Background: an optimization exercise with open tools, aiming at small area, a short achievable clock period and few clock cycles per item. Do not read the settings as production practice.
No functional check of the RTL was part of any run shown here.

### flow/design.v
module bmul (
    input wire [13:0] a,
    input wire [15:0] b,
    input wire neg,
    input wire [15:0] ea,
    input wire [8:0] eb,
    output wire [15:0] p
);
    wire [16:0] be = {b, 1'b0};
    wire [14:0] ae = {a[13], a};
    wire n0 = be[2] ^ neg;
    wire o0 = be[1] ^ be[0];
    wire t0 = (be[2] & ~be[1] & ~be[0]) | (~be[2] & be[1] & be[0]);
    wire p0_0 = (o0 & ae[0]) ^ n0;
    wire p0_1 = ((o0 & ae[1]) | (t0 & ae[0])) ^ n0;
    wire p0_2 = ((o0 & ae[2]) | (t0 & ae[1])) ^ n0;
    wire p0_3 = ((o0 & ae[3]) | (t0 & ae[2])) ^ n0;
    wire p0_4 = ((o0 & ae[4]) | (t0 & ae[3])) ^ n0;
    wire p0_5 = ((o0 & ae[5]) | (t0 & ae[4])) ^ n0;
    wire p0_6 = ((o0 & ae[6]) | (t0 & ae[5])) ^ n0;
    wire p0_7 = ((o0 & ae[7]) | (t0 & ae[6])) ^ n0;
    wire p0_8 = ((o0 & ae[8]) | (t0 & ae[7])) ^ n0;
    wire p0_9 = ((o0 & ae[9]) | (t0 & ae[8])) ^ n0;
    wire p0_10 = ((o0 & ae[10]) | (t0 & ae[9])) ^ n0;
    wire p0_11 = ((o0 & ae[11]) | (t0 & ae[10])) ^ n0;
    wire p0_12 = ((o0 & ae[12]) | (t0 & ae[11])) ^ n0;
    wire p0_13 = ((o0 & ae[13]) | (t0 & ae[12])) ^ n0;
    wire p0_14 = ~(((o0 & ae[14]) | (t0 & ae[13])) ^ n0);
    wire n1 = be[4] ^ neg;
    wire o1 = be[3] ^ be[2];
    wire t1 = (be[4] & ~be[3] & ~be[2]) | (~be[4] & be[3] & be[2]);
    wire p1_0 = (o1 & ae[0]) ^ n1;
    wire p1_1 = ((o1 & ae[1]) | (t1 & ae[0])) ^ n1;
    wire p1_2 = ((o1 & ae[2]) | (t1 & ae[1])) ^ n1;
    wire p1_3 = ((o1 & ae[3]) | (t1 & ae[2])) ^ n1;
    wire p1_4 = ((o1 & ae[4]) | (t1 & ae[3])) ^ n1;
    wire p1_5 = ((o1 & ae[5]) | (t1 & ae[4])) ^ n1;
    wire p1_6 = ((o1 & ae[6]) | (t1 & ae[5])) ^ n1;
    wire p1_7 = ((o1 & ae[7]) | (t1 & ae[6])) ^ n1;
    wire p1_8 = ((o1 & ae[8]) | (t1 & ae[7])) ^ n1;
    wire p1_9 = ((o1 & ae[9]) | (t1 & ae[8])) ^ n1;
    wire p1_10 = ((o1 & ae[10]) | (t1 & ae[9])) ^ n1;
    wire p1_11 = ((o1 & ae[11]) | (t1 & ae[10])) ^ n1;
    wire p1_12 = ((o1 & ae[12]) | (t1 & ae[11])) ^ n1;
    wire p1_13 = ((o1 & ae[13]) | (t1 & ae[12])) ^ n1;
    wire p1_14 = ~(((o1 & ae[14]) | (t1 & ae[13])) ^ n1);
    wire n2 = be[6] ^ neg;
    wire o2 = be[5] ^ be[4];
    wire t2 = (be[6] & ~be[5] & ~be[4]) | (~be[6] & be[5] & be[4]);
    wire p2_0 = (o2 & ae[0]) ^ n2;
    wire p2_1 = ((o2 & ae[1]) | (t2 & ae[0])) ^ n2;
    wire p2_2 = ((o2 & ae[2]) | (t2 & ae[1])) ^ n2;
    wire p2_3 = ((o2 & ae[3]) | (t2 & ae[2])) ^ n2;
    wire p2_4 = ((o2 & ae[4]) | (t2 & ae[3])) ^ n2;
    wire p2_5 = ((o2 & ae[5]) | (t2 & ae[4])) ^ n2;
    wire p2_6 = ((o2 & ae[6]) | (t2 & ae[5])) ^ n2;
    wire p2_7 = ((o2 & ae[7]) | (t2 & ae[6])) ^ n2;
    wire p2_8 = ((o2 & ae[8]) | (t2 & ae[7])) ^ n2;
    wire p2_9 = ((o2 & ae[9]) | (t2 & ae[8])) ^ n2;
    wire p2_10 = ((o2 & ae[10]) | (t2 & ae[9])) ^ n2;
    wire p2_11 = ((o2 & ae[11]) | (t2 & ae[10])) ^ n2;
    wire p2_12 = ((o2 & ae[12]) | (t2 & ae[11])) ^ n2;
    wire p2_13 = ((o2 & ae[13]) | (t2 & ae[12])) ^ n2;
    wire p2_14 = ~(((o2 & ae[14]) | (t2 & ae[13])) ^ n2);
    wire n3 = be[8] ^ neg;
    wire o3 = be[7] ^ be[6];
    wire t3 = (be[8] & ~be[7] & ~be[6]) | (~be[8] & be[7] & be[6]);
    wire p3_0 = (o3 & ae[0]) ^ n3;
    wire p3_1 = ((o3 & ae[1]) | (t3 & ae[0])) ^ n3;
    wire p3_2 = ((o3 & ae[2]) | (t3 & ae[1])) ^ n3;
    wire p3_3 = ((o3 & ae[3]) | (t3 & ae[2])) ^ n3;
    wire p3_4 = ((o3 & ae[4]) | (t3 & ae[3])) ^ n3;
    wire p3_5 = ((o3 & ae[5]) | (t3 & ae[4])) ^ n3;
    wire p3_6 = ((o3 & ae[6]) | (t3 & ae[5])) ^ n3;
    wire p3_7 = ((o3 & ae[7]) | (t3 & ae[6])) ^ n3;
    wire p3_8 = ((o3 & ae[8]) | (t3 & ae[7])) ^ n3;
    wire p3_9 = ((o3 & ae[9]) | (t3 & ae[8])) ^ n3;
    wire p3_10 = ((o3 & ae[10]) | (t3 & ae[9])) ^ n3;
    wire p3_11 = ((o3 & ae[11]) | (t3 & ae[10])) ^ n3;
    wire p3_12 = ((o3 & ae[12]) | (t3 & ae[11])) ^ n3;
    wire p3_13 = ((o3 & ae[13]) | (t3 & ae[12])) ^ n3;
    wire p3_14 = ~(((o3 & ae[14]) | (t3 & ae[13])) ^ n3);
    wire n4 = be[10] ^ neg;
    wire o4 = be[9] ^ be[8];
    wire t4 = (be[10] & ~be[9] & ~be[8]) | (~be[10] & be[9] & be[8]);
    wire p4_0 = (o4 & ae[0]) ^ n4;
    wire p4_1 = ((o4 & ae[1]) | (t4 & ae[0])) ^ n4;
    wire p4_2 = ((o4 & ae[2]) | (t4 & ae[1])) ^ n4;
    wire p4_3 = ((o4 & ae[3]) | (t4 & ae[2])) ^ n4;
    wire p4_4 = ((o4 & ae[4]) | (t4 & ae[3])) ^ n4;
    wire p4_5 = ((o4 & ae[5]) | (t4 & ae[4])) ^ n4;
    wire p4_6 = ((o4 & ae[6]) | (t4 & ae[5])) ^ n4;
    wire p4_7 = ((o4 & ae[7]) | (t4 & ae[6])) ^ n4;
    wire p4_8 = ((o4 & ae[8]) | (t4 & ae[7])) ^ n4;
    wire p4_9 = ((o4 & ae[9]) | (t4 & ae[8])) ^ n4;
    wire p4_10 = ((o4 & ae[10]) | (t4 & ae[9])) ^ n4;
    wire p4_11 = ((o4 & ae[11]) | (t4 & ae[10])) ^ n4;
    wire p4_12 = ((o4 & ae[12]) | (t4 & ae[11])) ^ n4;
    wire p4_13 = ((o4 & ae[13]) | (t4 & ae[12])) ^ n4;
    wire p4_14 = ~(((o4 & ae[14]) | (t4 & ae[13])) ^ n4);
    wire n5 = be[12] ^ neg;
    wire o5 = be[11] ^ be[10];
    wire t5 = (be[12] & ~be[11] & ~be[10]) | (~be[12] & be[11] & be[10]);
    wire p5_0 = (o5 & ae[0]) ^ n5;
    wire p5_1 = ((o5 & ae[1]) | (t5 & ae[0])) ^ n5;
    wire p5_2 = ((o5 & ae[2]) | (t5 & ae[1])) ^ n5;
    wire p5_3 = ((o5 & ae[3]) | (t5 & ae[2])) ^ n5;
    wire p5_4 = ((o5 & ae[4]) | (t5 & ae[3])) ^ n5;
    wire p5_5 = ((o5 & ae[5]) | (t5 & ae[4])) ^ n5;
    wire p5_6 = ((o5 & ae[6]) | (t5 & ae[5])) ^ n5;
    wire p5_7 = ((o5 & ae[7]) | (t5 & ae[6])) ^ n5;
    wire p5_8 = ((o5 & ae[8]) | (t5 & ae[7])) ^ n5;
    wire p5_9 = ((o5 & ae[9]) | (t5 & ae[8])) ^ n5;
    wire p5_10 = ((o5 & ae[10]) | (t5 & ae[9])) ^ n5;
    wire p5_11 = ((o5 & ae[11]) | (t5 & ae[10])) ^ n5;
    wire p5_12 = ((o5 & ae[12]) | (t5 & ae[11])) ^ n5;
    wire p5_13 = ((o5 & ae[13]) | (t5 & ae[12])) ^ n5;
    wire p5_14 = ~(((o5 & ae[14]) | (t5 & ae[13])) ^ n5);
    wire n6 = be[14] ^ neg;
    wire o6 = be[13] ^ be[12];
    wire t6 = (be[14] & ~be[13] & ~be[12]) | (~be[14] & be[13] & be[12]);
    wire p6_0 = (o6 & ae[0]) ^ n6;
    wire p6_1 = ((o6 & ae[1]) | (t6 & ae[0])) ^ n6;
    wire p6_2 = ((o6 & ae[2]) | (t6 & ae[1])) ^ n6;
    wire p6_3 = ((o6 & ae[3]) | (t6 & ae[2])) ^ n6;
    wire p6_4 = ((o6 & ae[4]) | (t6 & ae[3])) ^ n6;
    wire p6_5 = ((o6 & ae[5]) | (t6 & ae[4])) ^ n6;
    wire p6_6 = ((o6 & ae[6]) | (t6 & ae[5])) ^ n6;
    wire p6_7 = ((o6 & ae[7]) | (t6 & ae[6])) ^ n6;
    wire p6_8 = ((o6 & ae[8]) | (t6 & ae[7])) ^ n6;
    wire p6_9 = ((o6 & ae[9]) | (t6 & ae[8])) ^ n6;
    wire p6_10 = ((o6 & ae[10]) | (t6 & ae[9])) ^ n6;
    wire p6_11 = ((o6 & ae[11]) | (t6 & ae[10])) ^ n6;
    wire p6_12 = ((o6 & ae[12]) | (t6 & ae[11])) ^ n6;
    wire p6_13 = ((o6 & ae[13]) | (t6 & ae[12])) ^ n6;
    wire p6_14 = ~(((o6 & ae[14]) | (t6 & ae[13])) ^ n6);
    wire n7 = be[16] ^ neg;
    wire o7 = be[15] ^ be[14];
    wire t7 = (be[16] & ~be[15] & ~be[14]) | (~be[16] & be[15] & be[14]);
    wire p7_0 = (o7 & ae[0]) ^ n7;
    wire p7_1 = ((o7 & ae[1]) | (t7 & ae[0])) ^ n7;
    wire p7_2 = ((o7 & ae[2]) | (t7 & ae[1])) ^ n7;
    wire p7_3 = ((o7 & ae[3]) | (t7 & ae[2])) ^ n7;
    wire p7_4 = ((o7 & ae[4]) | (t7 & ae[3])) ^ n7;
    wire p7_5 = ((o7 & ae[5]) | (t7 & ae[4])) ^ n7;
    wire p7_6 = ((o7 & ae[6]) | (t7 & ae[5])) ^ n7;
    wire p7_7 = ((o7 & ae[7]) | (t7 & ae[6])) ^ n7;
    wire p7_8 = ((o7 & ae[8]) | (t7 & ae[7])) ^ n7;
    wire p7_9 = ((o7 & ae[9]) | (t7 & ae[8])) ^ n7;
    wire p7_10 = ((o7 & ae[10]) | (t7 & ae[9])) ^ n7;
    wire p7_11 = ((o7 & ae[11]) | (t7 & ae[10])) ^ n7;
    wire p7_12 = ((o7 & ae[12]) | (t7 & ae[11])) ^ n7;
    wire w1 = ea[1] ^ eb[1];
    wire w2 = ea[1] & eb[1];
    wire w3 = ea[2] ^ eb[2];
    wire w4 = ea[2] & eb[2];
    wire w5 = ea[3] ^ eb[3] ^ 1'b1;
    wire w6 = (ea[3] & eb[3]) | (ea[3] & 1'b1) | (eb[3] & 1'b1);
    wire w7 = n7 ^ p0_14 ^ p1_12;
    wire w8 = (n7 & p0_14) | (n7 & p1_12) | (p0_14 & p1_12);
    wire w9 = ea[4] ^ eb[4] ^ 1'b1;
    wire w10 = (ea[4] & eb[4]) | (ea[4] & 1'b1) | (eb[4] & 1'b1);
    wire w11 = p1_13 ^ p2_11;
    wire w12 = p1_13 & p2_11;
    wire w13 = ea[5] ^ eb[5] ^ p1_14;
    wire w14 = (ea[5] & eb[5]) | (ea[5] & p1_14) | (eb[5] & p1_14);
    wire w15 = ea[6] ^ eb[6];
    wire w16 = ea[6] & eb[6];
    wire w17 = n5 ^ p0_10;
    wire w18 = n5 & p0_10;
    wire w19 = ea[0] ^ eb[0] ^ p0_11;
    wire w20 = (ea[0] & eb[0]) | (ea[0] & p0_11) | (eb[0] & p0_11);
    wire w21 = p1_9 ^ p2_7;
    wire w22 = p1_9 & p2_7;
    wire w23 = n6 ^ w1 ^ p0_12;
    wire w24 = (n6 & w1) | (n6 & p0_12) | (w1 & p0_12);
    wire w25 = p1_10 ^ p2_8 ^ p3_6;
    wire w26 = (p1_10 & p2_8) | (p1_10 & p3_6) | (p2_8 & p3_6);
    wire w27 = p4_4 ^ p5_2;
    wire w28 = p4_4 & p5_2;
    wire w29 = w2 ^ w3 ^ p0_13;
    wire w30 = (w2 & w3) | (w2 & p0_13) | (w3 & p0_13);
    wire w31 = p1_11 ^ p2_9 ^ p3_7;
    wire w32 = (p1_11 & p2_9) | (p1_11 & p3_7) | (p2_9 & p3_7);
    wire w33 = p4_5 ^ p5_3 ^ p6_1;
    wire w34 = (p4_5 & p5_3) | (p4_5 & p6_1) | (p5_3 & p6_1);
    wire w35 = w4 ^ p2_10 ^ p3_8;
    wire w36 = (w4 & p2_10) | (w4 & p3_8) | (p2_10 & p3_8);
    wire w37 = p4_6 ^ p5_4 ^ p6_2;
    wire w38 = (p4_6 & p5_4) | (p4_6 & p6_2) | (p5_4 & p6_2);
    wire w39 = p7_0 ^ w5 ^ w7;
    wire w40 = (p7_0 & w5) | (p7_0 & w7) | (w5 & w7);
    wire w41 = p3_9 ^ p4_7 ^ p5_5;
    wire w42 = (p3_9 & p4_7) | (p3_9 & p5_5) | (p4_7 & p5_5);
    wire w43 = p6_3 ^ p7_1 ^ w6;
    wire w44 = (p6_3 & p7_1) | (p6_3 & w6) | (p7_1 & w6);
    wire w45 = w9 ^ w11 ^ w8;
    wire w46 = (w9 & w11) | (w9 & w8) | (w11 & w8);
    wire w47 = p2_12 ^ p3_10 ^ p4_8;
    wire w48 = (p2_12 & p3_10) | (p2_12 & p4_8) | (p3_10 & p4_8);
    wire w49 = p5_6 ^ p6_4 ^ p7_2;
    wire w50 = (p5_6 & p6_4) | (p5_6 & p7_2) | (p6_4 & p7_2);
    wire w51 = w10 ^ w12 ^ w13;
    wire w52 = (w10 & w12) | (w10 & w13) | (w12 & w13);
    wire w53 = 1'b1 ^ w15 ^ p2_13;
    wire w54 = (1'b1 & w15) | (1'b1 & p2_13) | (w15 & p2_13);
    wire w55 = p3_11 ^ p4_9 ^ p5_7;
    wire w56 = (p3_11 & p4_9) | (p3_11 & p5_7) | (p4_9 & p5_7);
    wire w57 = p6_5 ^ p7_3 ^ w14;
    wire w58 = (p6_5 & p7_3) | (p6_5 & w14) | (p7_3 & w14);
    wire w59 = ea[7] ^ eb[7] ^ w16;
    wire w60 = (ea[7] & eb[7]) | (ea[7] & w16) | (eb[7] & w16);
    wire w61 = p2_14 ^ p3_12 ^ p4_10;
    wire w62 = (p2_14 & p3_12) | (p2_14 & p4_10) | (p3_12 & p4_10);
    wire w63 = p5_8 ^ p6_6 ^ p7_4;
    wire w64 = (p5_8 & p6_6) | (p5_8 & p7_4) | (p6_6 & p7_4);
    wire w65 = ea[8] ^ eb[8] ^ 1'b1;
    wire w66 = (ea[8] & eb[8]) | (ea[8] & 1'b1) | (eb[8] & 1'b1);
    wire w67 = p3_13 ^ p4_11 ^ p5_9;
    wire w68 = (p3_13 & p4_11) | (p3_13 & p5_9) | (p4_11 & p5_9);
    wire w69 = p6_7 ^ p7_5;
    wire w70 = p6_7 & p7_5;
    wire w71 = ea[9] ^ p3_14 ^ p4_12;
    wire w72 = (ea[9] & p3_14) | (ea[9] & p4_12) | (p3_14 & p4_12);
    wire w73 = p5_10 ^ p6_8;
    wire w74 = p5_10 & p6_8;
    wire w75 = ea[10] ^ 1'b1 ^ p4_13;
    wire w76 = (ea[10] & 1'b1) | (ea[10] & p4_13) | (1'b1 & p4_13);
    wire w77 = n3 ^ p0_6;
    wire w78 = n3 & p0_6;
    wire w79 = p0_7 ^ p1_5;
    wire w80 = p0_7 & p1_5;
    wire w81 = n4 ^ p0_8 ^ p1_6;
    wire w82 = (n4 & p0_8) | (n4 & p1_6) | (p0_8 & p1_6);
    wire w83 = p2_4 ^ p3_2;
    wire w84 = p2_4 & p3_2;
    wire w85 = p0_9 ^ p1_7 ^ p2_5;
    wire w86 = (p0_9 & p1_7) | (p0_9 & p2_5) | (p1_7 & p2_5);
    wire w87 = p3_3 ^ p4_1;
    wire w88 = p3_3 & p4_1;
    wire w89 = p1_8 ^ p2_6 ^ p3_4;
    wire w90 = (p1_8 & p2_6) | (p1_8 & p3_4) | (p2_6 & p3_4);
    wire w91 = p4_2 ^ p5_0 ^ w17;
    wire w92 = (p4_2 & p5_0) | (p4_2 & w17) | (p5_0 & w17);
    wire w93 = p3_5 ^ p4_3 ^ p5_1;
    wire w94 = (p3_5 & p4_3) | (p3_5 & p5_1) | (p4_3 & p5_1);
    wire w95 = w18 ^ w21 ^ w19;
    wire w96 = (w18 & w21) | (w18 & w19) | (w21 & w19);
    wire w97 = p6_0 ^ w22 ^ w27;
    wire w98 = (p6_0 & w22) | (p6_0 & w27) | (w22 & w27);
    wire w99 = w20 ^ w23 ^ w25;
    wire w100 = (w20 & w23) | (w20 & w25) | (w23 & w25);
    wire w101 = w28 ^ w24 ^ w26;
    wire w102 = (w28 & w24) | (w28 & w26) | (w24 & w26);
    wire w103 = w29 ^ w31 ^ w33;
    wire w104 = (w29 & w31) | (w29 & w33) | (w31 & w33);
    wire w105 = w30 ^ w32 ^ w34;
    wire w106 = (w30 & w32) | (w30 & w34) | (w32 & w34);
    wire w107 = w35 ^ w37 ^ w39;
    wire w108 = (w35 & w37) | (w35 & w39) | (w37 & w39);
    wire w109 = w36 ^ w38 ^ w41;
    wire w110 = (w36 & w38) | (w36 & w41) | (w38 & w41);
    wire w111 = w43 ^ w40 ^ w45;
    wire w112 = (w43 & w40) | (w43 & w45) | (w40 & w45);
    wire w113 = w42 ^ w47 ^ w49;
    wire w114 = (w42 & w47) | (w42 & w49) | (w47 & w49);
    wire w115 = w44 ^ w46 ^ w51;
    wire w116 = (w44 & w46) | (w44 & w51) | (w46 & w51);
    wire w117 = w48 ^ w50 ^ w53;
    wire w118 = (w48 & w50) | (w48 & w53) | (w50 & w53);
    wire w119 = w55 ^ w52 ^ w57;
    wire w120 = (w55 & w52) | (w55 & w57) | (w52 & w57);
    wire w121 = w59 ^ w54 ^ w56;
    wire w122 = (w59 & w54) | (w59 & w56) | (w54 & w56);
    wire w123 = w61 ^ w63 ^ w58;
    wire w124 = (w61 & w63) | (w61 & w58) | (w63 & w58);
    wire w125 = w65 ^ w69 ^ w60;
    wire w126 = (w65 & w69) | (w65 & w60) | (w69 & w60);
    wire w127 = w62 ^ w64 ^ w67;
    wire w128 = (w62 & w64) | (w62 & w67) | (w64 & w67);
    wire w129 = p7_6 ^ w66 ^ w70;
    wire w130 = (p7_6 & w66) | (p7_6 & w70) | (w66 & w70);
    wire w131 = w73 ^ w68 ^ w71;
    wire w132 = (w73 & w68) | (w73 & w71) | (w68 & w71);
    wire w133 = p5_11 ^ p6_9 ^ p7_7;
    wire w134 = (p5_11 & p6_9) | (p5_11 & p7_7) | (p6_9 & p7_7);
    wire w135 = w74 ^ w72 ^ w75;
    wire w136 = (w74 & w72) | (w74 & w75) | (w72 & w75);
    wire w137 = ea[11] ^ p4_14 ^ p5_12;
    wire w138 = (ea[11] & p4_14) | (ea[11] & p5_12) | (p4_14 & p5_12);
    wire w139 = p6_10 ^ p7_8 ^ w76;
    wire w140 = (p6_10 & p7_8) | (p6_10 & w76) | (p7_8 & w76);
    wire w141 = ea[12] ^ 1'b1 ^ p5_13;
    wire w142 = (ea[12] & 1'b1) | (ea[12] & p5_13) | (1'b1 & p5_13);
    wire w143 = p6_11 ^ p7_9;
    wire w144 = p6_11 & p7_9;
    wire w145 = ea[13] ^ p5_14 ^ p6_12;
    wire w146 = (ea[13] & p5_14) | (ea[13] & p6_12) | (p5_14 & p6_12);
    wire w147 = ea[14] ^ 1'b1;
    wire w148 = ea[14] & 1'b1;
    wire w149 = ~ea[15] ^ 1'b1;
    wire w150 = ~ea[15] & 1'b1;
    wire w151 = n2 ^ p0_4;
    wire w152 = n2 & p0_4;
    wire w153 = p0_5 ^ p1_3;
    wire w154 = p0_5 & p1_3;
    wire w155 = p1_4 ^ p2_2 ^ p3_0;
    wire w156 = (p1_4 & p2_2) | (p1_4 & p3_0) | (p2_2 & p3_0);
    wire w157 = p2_3 ^ p3_1 ^ w78;
    wire w158 = (p2_3 & p3_1) | (p2_3 & w78) | (p3_1 & w78);
    wire w159 = p4_0 ^ w80 ^ w83;
    wire w160 = (p4_0 & w80) | (p4_0 & w83) | (w80 & w83);
    wire w161 = w84 ^ w87 ^ w82;
    wire w162 = (w84 & w87) | (w84 & w82) | (w87 & w82);
    wire w163 = w88 ^ w86 ^ w89;
    wire w164 = (w88 & w86) | (w88 & w89) | (w86 & w89);
    wire w165 = w90 ^ w93 ^ w92;
    wire w166 = (w90 & w93) | (w90 & w92) | (w93 & w92);
    wire w167 = w94 ^ w97 ^ w96;
    wire w168 = (w94 & w97) | (w94 & w96) | (w97 & w96);
    wire w169 = w98 ^ w100 ^ w101;
    wire w170 = (w98 & w100) | (w98 & w101) | (w100 & w101);
    wire w171 = w102 ^ w104 ^ w105;
    wire w172 = (w102 & w104) | (w102 & w105) | (w104 & w105);
    wire w173 = w106 ^ w109 ^ w108;
    wire w174 = (w106 & w109) | (w106 & w108) | (w109 & w108);
    wire w175 = w110 ^ w113 ^ w112;
    wire w176 = (w110 & w113) | (w110 & w112) | (w113 & w112);
    wire w177 = w114 ^ w117 ^ w116;
    wire w178 = (w114 & w117) | (w114 & w116) | (w117 & w116);
    wire w179 = w118 ^ w121 ^ w120;
    wire w180 = (w118 & w121) | (w118 & w120) | (w121 & w120);
    wire w181 = w125 ^ w122 ^ w127;
    wire w182 = (w125 & w122) | (w125 & w127) | (w122 & w127);
    wire w183 = w129 ^ w126 ^ w128;
    wire w184 = (w129 & w126) | (w129 & w128) | (w126 & w128);
    wire w185 = w133 ^ w130 ^ w132;
    wire w186 = (w133 & w130) | (w133 & w132) | (w130 & w132);
    wire w187 = w134 ^ w137 ^ w136;
    wire w188 = (w134 & w137) | (w134 & w136) | (w137 & w136);
    wire w189 = w143 ^ w138 ^ w141;
    wire w190 = (w143 & w138) | (w143 & w141) | (w138 & w141);
    wire w191 = p7_10 ^ w144 ^ w142;
    wire w192 = (p7_10 & w144) | (p7_10 & w142) | (w144 & w142);
    wire w193 = w147 ^ p6_13 ^ p7_11;
    wire w194 = (w147 & p6_13) | (w147 & p7_11) | (p6_13 & p7_11);
    wire w195 = w148 ^ w149 ^ p6_14;
    wire w196 = (w148 & w149) | (w148 & p6_14) | (w149 & p6_14);
    wire w197 = n1 ^ p0_2;
    wire w198 = n1 & p0_2;
    wire w199 = p0_3 ^ p1_1;
    wire w200 = p0_3 & p1_1;
    wire w201 = p1_2 ^ p2_0 ^ w151;
    wire w202 = (p1_2 & p2_0) | (p1_2 & w151) | (p2_0 & w151);
    wire w203 = p2_1 ^ w152 ^ w153;
    wire w204 = (p2_1 & w152) | (p2_1 & w153) | (w152 & w153);
    wire w205 = w154 ^ w77 ^ w155;
    wire w206 = (w154 & w77) | (w154 & w155) | (w77 & w155);
    wire w207 = w79 ^ w156 ^ w157;
    wire w208 = (w79 & w156) | (w79 & w157) | (w156 & w157);
    wire w209 = w81 ^ w158 ^ w159;
    wire w210 = (w81 & w158) | (w81 & w159) | (w158 & w159);
    wire w211 = w85 ^ w160 ^ w161;
    wire w212 = (w85 & w160) | (w85 & w161) | (w160 & w161);
    wire w213 = w91 ^ w162 ^ w163;
    wire w214 = (w91 & w162) | (w91 & w163) | (w162 & w163);
    wire w215 = w164 ^ w95 ^ w165;
    wire w216 = (w164 & w95) | (w164 & w165) | (w95 & w165);
    wire w217 = w99 ^ w166 ^ w167;
    wire w218 = (w99 & w166) | (w99 & w167) | (w166 & w167);
    wire w219 = w103 ^ w168 ^ w169;
    wire w220 = (w103 & w168) | (w103 & w169) | (w168 & w169);
    wire w221 = w170 ^ w171 ^ w107;
    wire w222 = (w170 & w171) | (w170 & w107) | (w171 & w107);
    wire w223 = w172 ^ w111 ^ w173;
    wire w224 = (w172 & w111) | (w172 & w173) | (w111 & w173);
    wire w225 = w115 ^ w174 ^ w175;
    wire w226 = (w115 & w174) | (w115 & w175) | (w174 & w175);
    wire w227 = w119 ^ w176 ^ w177;
    wire w228 = (w119 & w176) | (w119 & w177) | (w176 & w177);
    wire w229 = w123 ^ w178 ^ w179;
    wire w230 = (w123 & w178) | (w123 & w179) | (w178 & w179);
    wire w231 = w181 ^ w124 ^ w180;
    wire w232 = (w181 & w124) | (w181 & w180) | (w124 & w180);
    wire w233 = w131 ^ w182 ^ w183;
    wire w234 = (w131 & w182) | (w131 & w183) | (w182 & w183);
    wire w235 = w135 ^ w184 ^ w185;
    wire w236 = (w135 & w184) | (w135 & w185) | (w184 & w185);
    wire w237 = w139 ^ w186 ^ w187;
    wire w238 = (w139 & w186) | (w139 & w187) | (w186 & w187);
    wire w239 = w189 ^ w140 ^ w188;
    wire w240 = (w189 & w140) | (w189 & w188) | (w140 & w188);
    wire w241 = w145 ^ w190 ^ w191;
    wire w242 = (w145 & w190) | (w145 & w191) | (w190 & w191);
    wire w243 = w193 ^ w146 ^ w192;
    wire w244 = (w193 & w146) | (w193 & w192) | (w146 & w192);
    wire w245 = p7_12 ^ w194 ^ w195;
    wire w246 = (p7_12 & w194) | (p7_12 & w195) | (w194 & w195);
    wire [26:0] sx = {w244, w242, w240, w238, w236, w234, w232, w230, w228, w226, w224, w222, w220, w218, w216, w214, w212, w210, w208, w206, w204, w202, w200, w198, w197, p0_1, n0};
    wire [26:0] sy = {w245, w243, w241, w239, w237, w235, w233, w231, w229, w227, w225, w223, w221, w219, w217, w215, w213, w211, w209, w207, w205, w203, w201, w199, p1_0, 1'b0, p0_0};
    wire [26:0] sum = sx + sy;
    assign p = sum[26:11];
endmodule
module pre85 (
    input wire [14:0] X2,
    output wire [9:0] u1
);
    wire w1 = X2[0] ^ X2[2];
    wire w2 = X2[0] & X2[2];
    wire w3 = X2[1] ^ X2[3];
    wire w4 = X2[1] & X2[3];
    wire w5 = X2[2] ^ X2[4];
    wire w6 = X2[2] & X2[4];
    wire w7 = X2[3] ^ X2[5];
    wire w8 = X2[3] & X2[5];
    wire w9 = X2[4] ^ X2[6];
    wire w10 = X2[4] & X2[6];
    wire w11 = X2[5] ^ X2[7];
    wire w12 = X2[5] & X2[7];
    wire w13 = X2[6] ^ X2[8];
    wire w14 = X2[6] & X2[8];
    wire w15 = X2[7] ^ X2[9];
    wire w16 = X2[7] & X2[9];
    wire w17 = X2[8] ^ X2[10];
    wire w18 = X2[8] & X2[10];
    wire w19 = X2[0] ^ X2[2];
    wire w20 = X2[0] & X2[2];
    wire w21 = X2[1] ^ X2[3];
    wire w22 = X2[1] & X2[3];
    wire w23 = X2[4] ^ X2[6] ^ X2[0];
    wire w24 = (X2[4] & X2[6]) | (X2[4] & X2[0]) | (X2[6] & X2[0]);
    wire w25 = X2[5] ^ X2[7] ^ w2;
    wire w26 = (X2[5] & X2[7]) | (X2[5] & w2) | (X2[7] & w2);
    wire w27 = X2[6] ^ X2[8] ^ w4;
    wire w28 = (X2[6] & X2[8]) | (X2[6] & w4) | (X2[8] & w4);
    wire w29 = X2[7] ^ X2[9] ^ w6;
    wire w30 = (X2[7] & X2[9]) | (X2[7] & w6) | (X2[9] & w6);
    wire w31 = X2[8] ^ X2[10] ^ w8;
    wire w32 = (X2[8] & X2[10]) | (X2[8] & w8) | (X2[10] & w8);
    wire w33 = X2[9] ^ X2[11] ^ w10;
    wire w34 = (X2[9] & X2[11]) | (X2[9] & w10) | (X2[11] & w10);
    wire w35 = X2[10] ^ X2[12] ^ w12;
    wire w36 = (X2[10] & X2[12]) | (X2[10] & w12) | (X2[12] & w12);
    wire w37 = X2[11] ^ X2[13] ^ w14;
    wire w38 = (X2[11] & X2[13]) | (X2[11] & w14) | (X2[13] & w14);
    wire w39 = X2[12] ^ X2[14] ^ w16;
    wire w40 = (X2[12] & X2[14]) | (X2[12] & w16) | (X2[14] & w16);
    wire w41 = X2[9] ^ X2[11] ^ X2[13];
    wire w42 = (X2[9] & X2[11]) | (X2[9] & X2[13]) | (X2[11] & X2[13]);
    wire w43 = X2[10] ^ X2[12];
    wire w44 = X2[10] & X2[12];
    wire w45 = X2[0] ^ X2[2];
    wire w46 = X2[0] & X2[2];
    wire w47 = X2[1] ^ X2[3];
    wire w48 = X2[1] & X2[3];
    wire w49 = X2[4] ^ X2[0] ^ w19;
    wire w50 = (X2[4] & X2[0]) | (X2[4] & w19) | (X2[0] & w19);
    wire w51 = X2[5] ^ w20 ^ w21;
    wire w52 = (X2[5] & w20) | (X2[5] & w21) | (w20 & w21);
    wire w53 = w22 ^ w1 ^ w23;
    wire w54 = (w22 & w1) | (w22 & w23) | (w1 & w23);
    wire w55 = w3 ^ w24 ^ w25;
    wire w56 = (w3 & w24) | (w3 & w25) | (w24 & w25);
    wire w57 = w5 ^ w26 ^ w27;
    wire w58 = (w5 & w26) | (w5 & w27) | (w26 & w27);
    wire w59 = w7 ^ w28 ^ w29;
    wire w60 = (w7 & w28) | (w7 & w29) | (w28 & w29);
    wire w61 = w9 ^ w30 ^ w31;
    wire w62 = (w9 & w30) | (w9 & w31) | (w30 & w31);
    wire w63 = w11 ^ w32 ^ w33;
    wire w64 = (w11 & w32) | (w11 & w33) | (w32 & w33);
    wire w65 = w13 ^ w34 ^ w35;
    wire w66 = (w13 & w34) | (w13 & w35) | (w34 & w35);
    wire w67 = w15 ^ w36 ^ w37;
    wire w68 = (w15 & w36) | (w15 & w37) | (w36 & w37);
    wire w69 = w17 ^ w38 ^ w39;
    wire w70 = (w17 & w38) | (w17 & w39) | (w38 & w39);
    wire w71 = w18 ^ w41 ^ w40;
    wire w72 = (w18 & w41) | (w18 & w40) | (w41 & w40);
    wire w73 = X2[14] ^ w43 ^ w42;
    wire w74 = (X2[14] & w43) | (X2[14] & w42) | (w43 & w42);
    wire w75 = X2[11] ^ X2[13] ^ w44;
    wire w76 = (X2[11] & X2[13]) | (X2[11] & w44) | (X2[13] & w44);
    wire w77 = X2[12] ^ X2[14];
    wire w78 = X2[12] & X2[14];
    wire [20:0] sx = {X2[14], w78, w76, w74, w72, w70, w68, w66, w64, w62, w60, w58, w56, w54, w52, w50, w48, w46, w45, X2[1], X2[0]};
    wire [20:0] sy = {1'b0, X2[13], w77, w75, w73, w71, w69, w67, w65, w63, w61, w59, w57, w55, w53, w51, w49, w47, X2[0], 1'b0, X2[0]};
    wire [20:0] sum = sx + sy;
    assign u1 = sum[20:11];
endmodule
module pre2 (
    input wire [13:0] T,
    input wire s,
    output wire [8:0] q
);
    wire [13:0] Tn = T ^ {14{~s}};
    wire sgn = ~s & Tn[13];
    wire m3 = ~s & Tn[0];
    wire m4 = s ? T[0] : Tn[1];
    wire m5 = s ? T[1] : Tn[2];
    wire m6 = s ? T[2] : Tn[3];
    wire m7 = s ? T[3] : Tn[4];
    wire m8 = s ? T[4] : Tn[5];
    wire m9 = s ? T[5] : Tn[6];
    wire m10 = s ? T[6] : Tn[7];
    wire m11 = s ? T[7] : Tn[8];
    wire m12 = s ? T[8] : Tn[9];
    wire m13 = s ? T[9] : Tn[10];
    wire m14 = s ? T[10] : Tn[11];
    wire m15 = s ? T[11] : Tn[12];
    wire m16 = s ? T[12] : Tn[13];
    wire m17 = s ? T[13] : sgn;
    wire w1 = s ^ ~s;
    wire w2 = s & ~s;
    wire w3 = s ^ m4;
    wire w4 = s & m4;
    wire w5 = s ^ m5;
    wire w6 = s & m5;
    wire w7 = s ^ m6;
    wire w8 = s & m6;
    wire w9 = s ^ m7;
    wire w10 = s & m7;
    wire w11 = s ^ m8;
    wire w12 = s & m8;
    wire w13 = s ^ ~s;
    wire w14 = s & ~s;
    wire w15 = s ^ Tn[1];
    wire w16 = s & Tn[1];
    wire w17 = s ^ Tn[2];
    wire w18 = s & Tn[2];
    wire w19 = m3 ^ Tn[3] ^ w1;
    wire w20 = (m3 & Tn[3]) | (m3 & w1) | (Tn[3] & w1);
    wire w21 = Tn[4] ^ w2 ^ w3;
    wire w22 = (Tn[4] & w2) | (Tn[4] & w3) | (w2 & w3);
    wire w23 = Tn[5] ^ w4 ^ w5;
    wire w24 = (Tn[5] & w4) | (Tn[5] & w5) | (w4 & w5);
    wire w25 = Tn[6] ^ w6 ^ w7;
    wire w26 = (Tn[6] & w6) | (Tn[6] & w7) | (w6 & w7);
    wire w27 = Tn[7] ^ w8 ^ w9;
    wire w28 = (Tn[7] & w8) | (Tn[7] & w9) | (w8 & w9);
    wire w29 = Tn[8] ^ w10 ^ w11;
    wire w30 = (Tn[8] & w10) | (Tn[8] & w11) | (w10 & w11);
    wire w31 = m9 ^ Tn[9] ^ w12;
    wire w32 = (m9 & Tn[9]) | (m9 & w12) | (Tn[9] & w12);
    wire w33 = m10 ^ Tn[10];
    wire w34 = m10 & Tn[10];
    wire w35 = m11 ^ Tn[11];
    wire w36 = m11 & Tn[11];
    wire w37 = m12 ^ Tn[12];
    wire w38 = m12 & Tn[12];
    wire w39 = m13 ^ Tn[13];
    wire w40 = m13 & Tn[13];
    wire w41 = m14 ^ sgn;
    wire w42 = m14 & sgn;
    wire w43 = m15 ^ sgn;
    wire w44 = m15 & sgn;
    wire w45 = m16 ^ sgn;
    wire w46 = m16 & sgn;
    wire w47 = m17 ^ sgn;
    wire w48 = m17 & sgn;
    wire [17:0] sx = {w46, w44, w42, w40, w38, w36, w34, w32, w30, w28, w26, w24, w22, w20, w18, w16, w14, w13};
    wire [17:0] sy = {w47, w45, w43, w41, w39, w37, w35, w33, w31, w29, w27, w25, w23, w21, w19, w17, w15, Tn[0]};
    wire [17:0] sum = sx + sy;
    assign q = sum[17:9];
endmodule
module main (
    input wire [15:0] v, x,
    input wire clk, reset, start,
    output wire done,
    output wire [15:0] final_result
);
    reg [5:0] p;
    reg done_r;
    reg [14:0] X2;
    reg [13:0] T;
    reg [15:0] F;
    wire [9:0] u1;
    pre85 p85 (.X2(X2), .u1(u1));
    wire [8:0] a23;
    pre2 p23 (.T(T), .s(p[2]), .q(a23));
    wire [8:0] t9 = T[8:0];
    wire k1 = (t9 != 9'd0), k2 = (t9 >= 9'd90), k3 = (t9 >= 9'd179);
    wire k4 = (t9 >= 9'd268), k5 = (t9 >= 9'd357), k6 = (t9 >= 9'd446);
    wire [2:0] a4 = {k4, (k2 & ~k4) | k6, (k1 & ~k2) | (k3 & ~k4) | (k5 & ~k6)};
    wire [13:0] ra = p[1] ? 14'd2048 : F[13:0];
    wire [13:0] rb = p[1] ? {1'b1, ~X2[14:1]} : T;
    wire [14:0] rc;
    wire [13:0] acc_n;
    assign rc[0] = p[1] & ~X2[0];
    genvar i;
    generate
        for (i = 0; i < 14; i = i + 1) begin : rip
            assign acc_n[i] = ra[i] ^ rb[i] ^ rc[i];
            assign rc[i+1] = (ra[i] & rb[i]) | (ra[i] & rc[i]) | (rb[i] & rc[i]);
        end
    endgenerate
    wire [13:0] A = ({14{p[0]}} & x[13:0]) | ({14{p[1]}} & {4'b0, u1}) |
                    ({14{p[2] | p[3]}} & {5'b0, a23}) | ({14{p[4]}} & {11'b0, a4}) |
                    ({14{p[5]}} & F[13:0]);
    wire [15:0] B = ({16{p[0]}} & {{2{x[13]}}, x[13:0]}) | ({16{p[5]}} & v) |
                    ({16{~p[0] & ~p[5]}} & {1'b0, X2});
    wire [15:0] ea = {16{p[4]}} & {{2{F[13]}}, F[13:0]};
    wire [8:0] eb = {9{p[4]}} & T[8:0];
    wire [15:0] P;
    bmul mul (.a(A), .b(B), .neg(p[2] | p[4]), .ea(ea), .eb(eb), .p(P));
    always @(posedge clk) begin
        if (reset) begin
            p <= 6'b000001;
            done_r <= 1'b0;
        end else begin
            if (p[0]) begin
                if (start) begin p <= 6'b000010; done_r <= 1'b0; end
            end else begin
                p <= {p[4:0], p[5]};
                if (p[5]) done_r <= 1'b1;
            end
        end
    end
    always @(posedge clk) begin
        if (p[0]) X2 <= P[14:0];
        T <= P[13:0];
        if (p[4] | p[5]) F <= P;
        else if (!p[0]) F[13:0] <= acc_n;
    end
    assign done = done_r;
    assign final_result = F;
endmodule
### flow/run.sh
#!/bin/bash
# synth_recipe.tcl (not shown) runs the flow's synth.tcl, then flattens the netlist and writes it again
# the make line also repeats each setting of config.mk as NAME=value (left out here)
make -C /OpenROAD-flow-scripts/flow DESIGN_CONFIG=/design/flow/config.mk WORK_HOME=/design/flow/orfs CLKGATE_MAP_FILE= SYNTH_SCRIPT=/design/flow/synth_recipe.tcl finish
### flow/config.mk
export PLATFORM = sky130hd
export DESIGN_NAME = main
export DESIGN_NICKNAME = main
export VERILOG_FILES = /design/flow/design.v
export SDC_FILE = /design/flow/constraint.sdc
export NUM_CORES = 4
export LEC_CHECK = 0
export ABC_AREA = 1
export CAP_MARGIN = 20
export CORE_MARGIN = 2
export CORE_UTILIZATION = 40
export SETUP_SLACK_MARGIN = 5
export SLEW_MARGIN = 20
### flow/constraint.sdc
create_clock -name core_clock -period 13.0 [get_ports {clk}]
set_input_delay 2.6000 -clock core_clock [delete_from_list [all_inputs] [get_ports {clk}]]
set_output_delay 2.6000 -clock core_clock [all_outputs]
set_load 0.01 [all_outputs]
==> results of run 1 <==
[timing repair]
item / in CTS / in global routing
resized for setup: 52 / 195
buffers inserted: 43 / 86
setup endpoints to repair: 37 / 36
gates cloned: 0 / 3
pin swaps: 16 / 86
[logic make-up (layout without fill, tap and decap cells)]
group / Yosys count / in the layout / share of synthesized area
AOI/OAI and AO/OA: 249 / 249 / 0.111
DFF: 52 / 52 / 0.102
adders and majority gates: 245 / 245 / 0.308
xor gates and xnor gates: 89 / 89 / 0.0619
and+or+nand+nor: 921 / 923 / 0.293
buffers and inverters: 417 / 577 / 0.124
[final cells by class]
cell class,count,area share
multi-input cells,1506,0.677
repair buffers,197,0.110
inverters,372,0.0873
flip-flops and latches,52,0.0820
well taps,442,0.0336
clock buffers,5,0.00759
clock inverters,3,0.00281
[per-layer routing]
layer,global-route usage,wire length (um),up-vias
met5,0,0,-
met4,0.0989,2330,0
met3,0.0442,4030,124
met2,0.473,23400,549
met1,0.363,20000,6519
li1,-,-,6476
[cell usage in the layout, fill, tap and decap left out, drive strengths merged, types with 31 or more instances in the layout]
cell type / synthesis / layout
fa: 136 / 136
nor2: 111 / 111
ha: 109 / 109
o22ai: 31 / 31
edfxtp: 31 / 31
inv: 371 / 364
buf: 31 / 147
nand3: 106 / 106
xor2: 83 / 83
a21oi: 88 / 88
o21ai: 100 / 100
clkdlybuf4s50: 0 / 43
nand2: 640 / 640
[worst max path at each step]
stage | endpoint | slack [ns] | depth (start not counted)
after floorplan | X2[13]$_DFFE_PP_ | 5.22 | 26
final | X2[13]$_DFFE_PP_ | 5.17 | 23
after global routing | F[13]$_DFFE_PP_ | 4.93 | 42
after CTS | X2[13]$_DFFE_PP_ | 4.99 | 24
after global placement | F[13]$_DFFE_PP_ | 4.00 | 28
after detailed placement | X2[13]$_DFFE_PP_ | 3.94 | 27
[worst reg2reg max path: cells and delay by family (launching register included)]
family,cells,cell delay [ns]
simple gates,15,1.53
compound gates,8,1.24
flops,1,0.60
fa+ha+maj,9,3.84
buf+inv,5,0.29
[state kept, by name (all words and copies together) (netlist names)]
register  count
F            16
X2           15
T            14
p             6
done_r        1
==> results.sh, run 1 <==
export IMPL_io_buffers=49
export IMPL_fmax_ghz=0.128
export IMPL_root_buffer="clkbuf_16"
export IMPL_min_to="done_r$_SDFFE_PP0P_"
export IMPL_worstReg2RegStart="X2[4]$_DFFE_PP_"
export IMPL_instances_no_fill=2577
export IMPL_syn_avg_cell_area_um2=6.73
export IMPL_design_area_um2=16500
export IMPL_synthFlopType="edfxtp_1"
export IMPL_synth_top_area_cell="fa_1"
export IMPL_min_period_over_period=0.603
export IMPL_rows=66
export IMPL_max_slew_margin_rel=0.381
export IMPL_slowest_delay_ns=0.54
export IMPL_n_antenna_cell=0
export IMPL_grt_setup_unrepaired="true"
export IMPL_grt_pass1_wl_mm=72.3
export IMPL_cp_start_kind="primary input"
export IMPL_fin_util=0.505
export IMPL_fin_nets=2414
export IMPL_cts_buffers=5
export IMPL_synth_nets=2253
export IMPL_yosys_warnings=1
export IMPL_gp_congestion=0.971
export IMPL_cts_tree="done"
export IMPL_grt_start_max_net_pins=38
export IMPL_coreArea_um2=32600
export IMPL_syn2layout_area_growth_pct=24.2
export IMPL_reg2regPathDepth=37
export IMPL_ctsHoldBuffers=0
export IMPL_io_pins=52
export IMPL_start_util=0.407
export IMPL_routed_wl_mm=49.7
export IMPL_fin_hold_ws_ns=0.494
export IMPL_first_pass_iters=5
export IMPL_skew_ns=0.00997
export IMPL_reg2reg_slack_ns=5.23
export IMPL_worst_pin_slew_ns=0.927
export IMPL_die_y_um=186
export IMPL_arrival_ns=7.88
export IMPL_cts_path_max_buffers=2
export IMPL_outcome="timing/DRC/antenna clean"
export IMPL_synth_edf_count=31
export IMPL_wl_per_cell_um=19.3
export IMPL_pre_cts_ws_ns=3.94
export IMPL_placed_area_um2=14200
export IMPL_postSynthCellCount=1973
export IMPL_synth_most_common_cell="nand2_1"
export IMPL_gr_total_overflow=0
export IMPL_seqCellArea_um2=1350
export IMPL_globalRouteTotalUtil=0.280
export IMPL_ys_top_cells_by_count="nand2_1, inv_1, fa_1"
export IMPL_ys_ff_latch=52
export IMPL_synth_cell_area_um2=13300
export IMPL_antenna_found_initial=0
export IMPL_cpMaxStageDelayCell="fa_1"
export IMPL_hold_viol_final=0
export IMPL_vias=13700
export IMPL_setup_viol=0
export IMPL_grt_pass1_vias=12700
export IMPL_clk_latency_ns=0.30
export IMPL_dp_cells=2437
export IMPL_min_path_type="reg2reg"
export IMPL_crit_path_frequent_cell="fa_1"
export IMPL_synth_distinct_cells=61
export IMPL_cp_num_buf_inv=6
export IMPL_path_cells="clkdlybuf4s50_1, nand2_4, buf_12, o21ai_0, buf_4, nand2_1, xor2_1, fa_1, fa_1, inv_2, fa_2, inv_2, fa_1, fa_1, ha_4, a21oi_4, inv_2, a21oi_2, o21a_1, o21ai_1, a31oi_1, nand3_1, and2_1"
export IMPL_worstPathRequired_ns=13.05
export IMPL_synth_top_area_share=0.205
export IMPL_htreeDepth=2
export IMPL_route_detailed_drc=0
export IMPL_crit_start="x[13]"
export IMPL_cp_max_fo=5
export IMPL_cap_violations=0
export IMPL_cp_end_kind="flop"
export IMPL_drt_iter0_drc=1027
export IMPL_async_reset_ff_frac=0
export IMPL_hpwl_mm=37.5
export IMPL_fin_crit_ns=7.83
export IMPL_die_x_um=186
export IMPL_hp_start="done_r$_SDFFE_PP0P_"
export IMPL_final_max_slew_viol_count=0
export IMPL_path_clk_slew_ns=0.08
export IMPL_min_path_cells=2
export IMPL_regToRegEndpoint="X2[13]$_DFFE_PP_"
export IMPL_path_delay_family="adder cells"
export IMPL_critical_path_class="in2reg"
export IMPL_multiInputGateArea_um2=11200
export IMPL_viasPerCell=5.30
export IMPL_die_area_um2=34600
export IMPL_fill_cells=3267
export IMPL_drive_gt1_frac=0.189
export IMPL_ant_nets=0
export IMPL_fin_setup_tns_ns=0
export IMPL_worst_slack_ns=5.17
export IMPL_synth_seq_area_share=0.102
export IMPL_cts_sinks=52
export IMPL_netlist_top_cells_area="fa_1, nand2_1, ha_1, inv_1, edfxtp_1"
==> inputs of run 2 (changes only) <==
--- a/flow/design.v
+++ b/flow/design.v
@@ -398,6 +398,165 @@
     wire w246 = (p7_12 & w194) | (p7_12 & w195) | (w194 & w195);
-    wire [26:0] sx = {w244, w242, w240, w238, w236, w234, w232, w230, w228, w226, w224, w222, w220, w218, w216, w214, w212, w210, w208, w206, w204, w202, w200, w198, w197, p0_1, n0};
-    wire [26:0] sy = {w245, w243, w241, w239, w237, w235, w233, w231, w229, w227, w225, w223, w221, w219, w217, w215, w213, w211, w209, w207, w205, w203, w201, w199, p1_0, 1'b0, p0_0};
-    wire [26:0] sum = sx + sy;
-    assign p = sum[26:11];
+    wire w247 = n0 & p0_0;
+    wire w248 = n0 ^ p0_0;
+    wire w249 = w197 & p1_0;
+    wire w250 = w197 ^ p1_0;
+    wire w251 = w198 & w199;
+    wire w252 = w198 ^ w199;
+    wire w253 = w200 & w201;
+    wire w254 = w200 ^ w201;
+    wire w255 = w202 & w203;
+    wire w256 = w202 ^ w203;
+    wire w257 = w204 & w205;
+    wire w258 = w204 ^ w205;
+    wire w259 = w206 & w207;
+    wire w260 = w206 ^ w207;
+    wire w261 = w208 & w209;
+    wire w262 = w208 ^ w209;
+    wire w263 = w210 & w211;
+    wire w264 = w210 ^ w211;
+    wire w265 = w212 & w213;
+    wire w266 = w212 ^ w213;
+    wire w267 = w214 & w215;
+    wire w268 = w214 ^ w215;
+    wire w269 = w216 & w217;
+    wire w270 = w216 ^ w217;
+    wire w271 = w218 & w219;
+    wire w272 = w218 ^ w219;
+    wire w273 = w220 & w221;
+    wire w274 = w220 ^ w221;
+    wire w275 = w222 & w223;
+    wire w276 = w222 ^ w223;
+    wire w277 = w224 & w225;
+    wire w278 = w224 ^ w225;
+    wire w279 = w226 & w227;
+    wire w280 = w226 ^ w227;
+    wire w281 = w228 & w229;
+    wire w282 = w228 ^ w229;
+    wire w283 = w230 & w231;
+    wire w284 = w230 ^ w231;
+    wire w285 = w232 & w233;
+    wire w286 = w232 ^ w233;
+    wire w287 = w234 & w235;
+    wire w288 = w234 ^ w235;
+    wire w289 = w236 & w237;
+    wire w290 = w236 ^ w237;
+    wire w291 = w238 & w239;
+    wire w292 = w238 ^ w239;
+    wire w293 = w240 & w241;
+    wire w294 = w240 ^ w241;
+    wire w295 = w242 & w243;
+    wire w296 = w242 ^ w243;
+    wire w297 = w244 & w245;
+    wire w298 = w244 ^ w245;
+    wire w299 = p0_1 & w247;
+    wire w300 = w251 | (w252 & w249);
+    wire w301 = w252 & w250;
+    wire w302 = w255 | (w256 & w253);
+    wire w303 = w256 & w254;
+    wire w304 = w259 | (w260 & w257);
+    wire w305 = w260 & w258;
+    wire w306 = w263 | (w264 & w261);
+    wire w307 = w264 & w262;
+    wire w308 = w267 | (w268 & w265);
+    wire w309 = w268 & w266;
+    wire w310 = w271 | (w272 & w269);
+    wire w311 = w272 & w270;
+    wire w312 = w275 | (w276 & w273);
+    wire w313 = w276 & w274;
+    wire w314 = w279 | (w280 & w277);
+    wire w315 = w280 & w278;
+    wire w316 = w283 | (w284 & w281);
+    wire w317 = w284 & w282;
+    wire w318 = w287 | (w288 & w285);
+    wire w319 = w288 & w286;
+    wire w320 = w291 | (w292 & w289);
+    wire w321 = w292 & w290;
+    wire w322 = w295 | (w296 & w293);
+    wire w323 = w296 & w294;
+    wire w324 = w249 | (w250 & w299);
+    wire w325 = w300 | (w301 & w299);
+    wire w326 = w257 | (w258 & w302);
+    wire w327 = w258 & w303;
+    wire w328 = w304 | (w305 & w302);
+    wire w329 = w305 & w303;
+    wire w330 = w265 | (w266 & w306);
+    wire w331 = w266 & w307;
+    wire w332 = w308 | (w309 & w306);
+    wire w333 = w309 & w307;
+    wire w334 = w273 | (w274 & w310);
+    wire w335 = w274 & w311;
+    wire w336 = w312 | (w313 & w310);
+    wire w337 = w313 & w311;
+    wire w338 = w281 | (w282 & w314);
+    wire w339 = w282 & w315;
+    wire w340 = w316 | (w317 & w314);
+    wire w341 = w317 & w315;
+    wire w342 = w289 | (w290 & w318);
+    wire w343 = w290 & w319;
+    wire w344 = w320 | (w321 & w318);
+    wire w345 = w321 & w319;
+    wire w346 = w297 | (w298 & w322);
+    wire w347 = w298 & w323;
+    wire w348 = w253 | (w254 & w325);
+    wire w349 = w302 | (w303 & w325);
+    wire w350 = w326 | (w327 & w325);
+    wire w351 = w328 | (w329 & w325);
+    wire w352 = w269 | (w270 & w332);
+    wire w353 = w270 & w333;
+    wire w354 = w310 | (w311 & w332);
+    wire w355 = w311 & w333;
+    wire w356 = w334 | (w335 & w332);
+    wire w357 = w335 & w333;
+    wire w358 = w336 | (w337 & w332);
+    wire w359 = w337 & w333;
+    wire w360 = w285 | (w286 & w340);
+    wire w361 = w286 & w341;
+    wire w362 = w318 | (w319 & w340);
+    wire w363 = w319 & w341;
+    wire w364 = w342 | (w343 & w340);
+    wire w365 = w343 & w341;
+    wire w366 = w344 | (w345 & w340);
+    wire w367 = w345 & w341;
+    wire w368 = w261 | (w262 & w351);
+    wire w369 = w306 | (w307 & w351);
+    wire w370 = w330 | (w331 & w351);
+    wire w371 = w332 | (w333 & w351);
+    wire w372 = w352 | (w353 & w351);
+    wire w373 = w354 | (w355 & w351);
+    wire w374 = w356 | (w357 & w351);
+    wire w375 = w358 | (w359 & w351);
+    wire w376 = w293 | (w294 & w366);
+    wire w377 = w294 & w367;
+    wire w378 = w322 | (w323 & w366);
+    wire w379 = w323 & w367;
+    wire w380 = w346 | (w347 & w366);
+    wire w381 = w347 & w367;
+    wire w382 = w277 | (w278 & w375);
+    wire w383 = w314 | (w315 & w375);
+    wire w384 = w338 | (w339 & w375);
+    wire w385 = w340 | (w341 & w375);
+    wire w386 = w360 | (w361 & w375);
+    wire w387 = w362 | (w363 & w375);
+    wire w388 = w364 | (w365 & w375);
+    wire w389 = w366 | (w367 & w375);
+    wire w390 = w376 | (w377 & w375);
+    wire w391 = w378 | (w379 & w375);
+    wire w392 = w380 | (w381 & w375);
+    wire w393 = w268 ^ w370;
+    wire w394 = w270 ^ w371;
+    wire w395 = w272 ^ w372;
+    wire w396 = w274 ^ w373;
+    wire w397 = w276 ^ w374;
+    wire w398 = w278 ^ w375;
+    wire w399 = w280 ^ w382;
+    wire w400 = w282 ^ w383;
+    wire w401 = w284 ^ w384;
+    wire w402 = w286 ^ w385;
+    wire w403 = w288 ^ w386;
+    wire w404 = w290 ^ w387;
+    wire w405 = w292 ^ w388;
+    wire w406 = w294 ^ w389;
+    wire w407 = w296 ^ w390;
+    wire w408 = w298 ^ w391;
+    assign p = {w408, w407, w406, w405, w404, w403, w402, w401, w400, w399, w398, w397, w396, w395, w394, w393};
 endmodule
==> flow/flow/run.sh (new file) <==
#!/bin/bash
# The standard layout, with plain buffers on the ports instead of the delay
# cells buffer_ports picks by default. Every tool's output goes to
# standard_flow.log in this folder.
set -euo pipefail
export BUFFER_PORTS_ARGS="-buffer_cell sky130_fd_sc_hd__buf_2"
bash standard.sh > standard_flow.log 2>&1
==> flow/standard.sh (new file) <==
#!/bin/bash
# synth_recipe.tcl (not shown) runs the flow's synth.tcl, then flattens the netlist and writes it again
# the make line also repeats each setting of config.mk as NAME=value (left out here)
make -C /OpenROAD-flow-scripts/flow DESIGN_CONFIG=/design/flow/config.mk WORK_HOME=/design/flow/orfs CLKGATE_MAP_FILE= SYNTH_SCRIPT=/design/flow/synth_recipe.tcl "${@:-finish}"
--- a/flow/config.mk
+++ b/flow/config.mk
@@ -11,3 +11,3 @@
 export CORE_UTILIZATION = 40
-export SETUP_SLACK_MARGIN = 5
+export SETUP_SLACK_MARGIN = 3.5
 export SLEW_MARGIN = 20
removed: flow/run.sh
==> results.sh, run 2 <==
export IMPL_outcome="timing/DRC/antenna clean"
export IMPL_io_pins=52
export IMPL_cp_start_kind="primary input"
export IMPL_routed_wl_mm=35.4
export IMPL_postSynthCellCount=1716
export IMPL_synth_seq_area_share=0.111
export IMPL_ys_ff_latch=52
export IMPL_drive_gt1_frac=0.0772
export IMPL_multiInputGateArea_um2=9340
export IMPL_gp_congestion=0.916
export IMPL_seqCellArea_um2=1350
export IMPL_globalRouteTotalUtil=0.232
export IMPL_hpwl_mm=29.0
export IMPL_cts_sinks=52
export IMPL_grt_setup_unrepaired="false"
export IMPL_synth_distinct_cells=50
export IMPL_yosys_warnings=1
export IMPL_n_antenna_cell=0
export IMPL_synth_nets=1997
export IMPL_min_path_type="reg2reg"
export IMPL_worst_pin_slew_ns=1.12
export IMPL_htreeDepth=2
export IMPL_reg_largest_list="F x16, X2 x15, T x14"
export IMPL_grt_pass1_wl_mm=57.1
export IMPL_largest_register="F"
export IMPL_fmax_ghz=0.112
export IMPL_antenna_found_initial=1
export IMPL_ctsHoldBuffers=0
export IMPL_cp_end_kind="flop"
export IMPL_setup_viol=0
export IMPL_max_slew_margin_rel=0.251
export IMPL_mostFrequentLayoutCell="nand2_1"
export IMPL_skew_ns=0.00798
export IMPL_syn2layout_area_growth_pct=7.01
export IMPL_cts_path_max_buffers=2
export IMPL_synth_edf_count=31
export IMPL_fin_setup_tns_ns=0
export IMPL_hold_viol_final=0
export IMPL_min_period_over_period=0.687
export IMPL_synthFlopType="edfxtp_1"
export IMPL_reg2regPathDepth=39
export IMPL_viasPerCell=5.10
export IMPL_gr_total_overflow=0
export IMPL_cp_max_fo=9
export IMPL_cts_buffers=5
export IMPL_path_delay_family="adder cells"
export IMPL_cap_violations=0
export IMPL_reg2reg_slack_ns=4.19
export IMPL_worstReg2RegStart="p[2]$_SDFFE_PP0P_"
export IMPL_largest_register_ffs=16
export IMPL_synth_top_area_share=0.225
export IMPL_worstPathRequired_ns=13.03
export IMPL_die_area_um2=31900
export IMPL_io_buffers=49
export IMPL_cts_tree="done"
export IMPL_ys_top_cells_by_count="nand2_1, inv_1, fa_1"
export IMPL_drt_iter0_drc=810
export IMPL_crit_start="x[2]"
export IMPL_critical_path_class="in2reg"
export IMPL_start_util=0.409
export IMPL_regToRegEndpoint="X2[14]$_DFFE_PP_"
export IMPL_fin_nets=2029
export IMPL_grt_pass1_vias=10600
export IMPL_wl_per_cell_um=16.6
export IMPL_vias=10900
export IMPL_async_reset_ff_frac=0
export IMPL_fin_crit_ns=8.93
export IMPL_rows=63
export IMPL_worst_slack_ns=4.07
export IMPL_fill_cells=3134
export IMPL_route_detailed_drc=0
export IMPL_path_depth=32
export IMPL_cp_num_buf_inv=7
export IMPL_arrival_ns=8.96
export IMPL_final_max_slew_viol_count=0
export IMPL_die_y_um=179
export IMPL_slowest_delay_ns=0.49
export IMPL_syn_avg_cell_area_um2=7.11
export IMPL_synth_top_area_cell="fa_1"
export IMPL_die_x_um=179
export IMPL_cpMaxStageDelayCell="nor2_1"
export IMPL_first_pass_iters=5
export IMPL_layout_common_cells="nand2_1, inv_1, fa_1, ha_1, xor2_1"
export IMPL_ant_nets=0
export IMPL_grt_start_max_net_pins=38
export IMPL_clk_latency_ns=0.30
export IMPL_crit_end="X2[14]$_DFFE_PP_"
export IMPL_path_clk_slew_ns=0.07
export IMPL_synth_most_common_cell="nand2_1"
export IMPL_coreArea_um2=29900
export IMPL_root_buffer="clkbuf_16"
export IMPL_pre_cts_ws_ns=3.80
export IMPL_netlist_top_cells_area="fa_1, nand2_1, ha_1, inv_1, edfxtp_1"
export IMPL_synth_cell_area_um2=12200
## run 2: layout make-up
cell class / instances / share of cell area
Multi-Input combinational cell: 1272 / 0.715
Sequential cell: 52 / 0.103
Inverter: 348 / 0.100
Tap cell: 390 / 0.0374
Timing Repair Buffer: 69 / 0.0312
Clock buffer: 5 / 0.00958
Clock inverter: 3 / 0.00326
## run 2: cells by family (layout without fill, tap and decap cells)
kind of cell | Yosys count | count (layout) | synth area share
adder cells (fa/ha/maj) | 246 | 246 | 0.336
flip-flops | 52 | 52 | 0.111
XOR/XNOR | 111 | 111 | 0.0824
buffers and inverters | 392 | 425 | 0.126
AND/OR/NAND/NOR | 701 | 701 | 0.242
AO/OA/AOI/OAI | 214 | 214 | 0.103
## run 2: worst min-delay path: stages (launching register included)
cell and delay (ns):
dfxtp_1 0.32, nand2_1 0.06, a21oi_1 0.06
## run 2: what timing repair did
| item | in CTS | in global routing |
|---|---|---|
| gates resized for setup | 0 | 3 |
| endpoints found under the setup margin | 0 | 8 |
| buffers inserted | 0 | 6 |
## run 2: metrics by stage
step,utilization,cells,area (um^2),hold WS [ns]
floorplan,-,1716,12200,0.477
global placement,0.429,2125,12800,0.460
detailed placement,0.429,2125,12800,0.471
CTS,0.435,2133,13000,0.489
global route,0.437,2139,13100,0.509
finish,0.437,2139,13100,0.485
## run 2: how the worst min path moves through the flow
| stage | startpoint | endpoint | slack, ns | depth (start not counted) |
|---|---|---|---|---|
| 2_1_floorplan | done_r$_SDFFE_PP0P_ | done_r$_SDFFE_PP0P_ | 0.48 | 2 |
| 3_3_place_gp | done_r$_SDFFE_PP0P_ | done_r$_SDFFE_PP0P_ | 0.46 | 2 |
| 3_5_place_dp | done_r$_SDFFE_PP0P_ | done_r$_SDFFE_PP0P_ | 0.47 | 2 |
| 4_1_cts | done_r$_SDFFE_PP0P_ | done_r$_SDFFE_PP0P_ | 0.49 | 2 |
| 5_1_grt | done_r$_SDFFE_PP0P_ | done_r$_SDFFE_PP0P_ | 0.51 | 2 |
| 6_report | done_r$_SDFFE_PP0P_ | done_r$_SDFFE_PP0P_ | 0.49 | 2 |
## run 2: metal layers
metal / share of wire / up-vias / wire length (um) / track usage
met5: 0 / - / 0 / 0
met4: 0.022 / 0 / 769 / 0.0549
met3: 0.066 / 44 / 2320 / 0.0299
met2: 0.47 / 318 / 16600 / 0.388
met1: 0.45 / 5154 / 15800 / 0.318
li1: - / 5395 / - / -

separate check: timing with driven ports:
The flow's constraints put no driver on any port. The routed layouts listed below were extracted and timed again, unchanged, in two steps.
Step 1 assumes that a clkbuf_16 drives the clock port and a buf_2 every other input.
Step 2 moves the port delays by t, midway between the first and last clock arrival at a register: inputs arrive t later, outputs are due t later. That takes back most of the time a late clock gives input paths.
Three values: ideal ports, drivers, drivers and shift; two values: the first two.
run	t, ns	setup slack, ns	worst slew at a driven data input, ns
run 1	0.330	5.165 / 5.176 / 4.846	0.04
run 2	0.339	4.071 / 4.093 / 3.754	0.03
After both steps setup and hold are still met in every run listed. For run 1, which loses most, drivers alone change the setup slack by +0.011 ns; drivers and shift together by -0.319 ns.
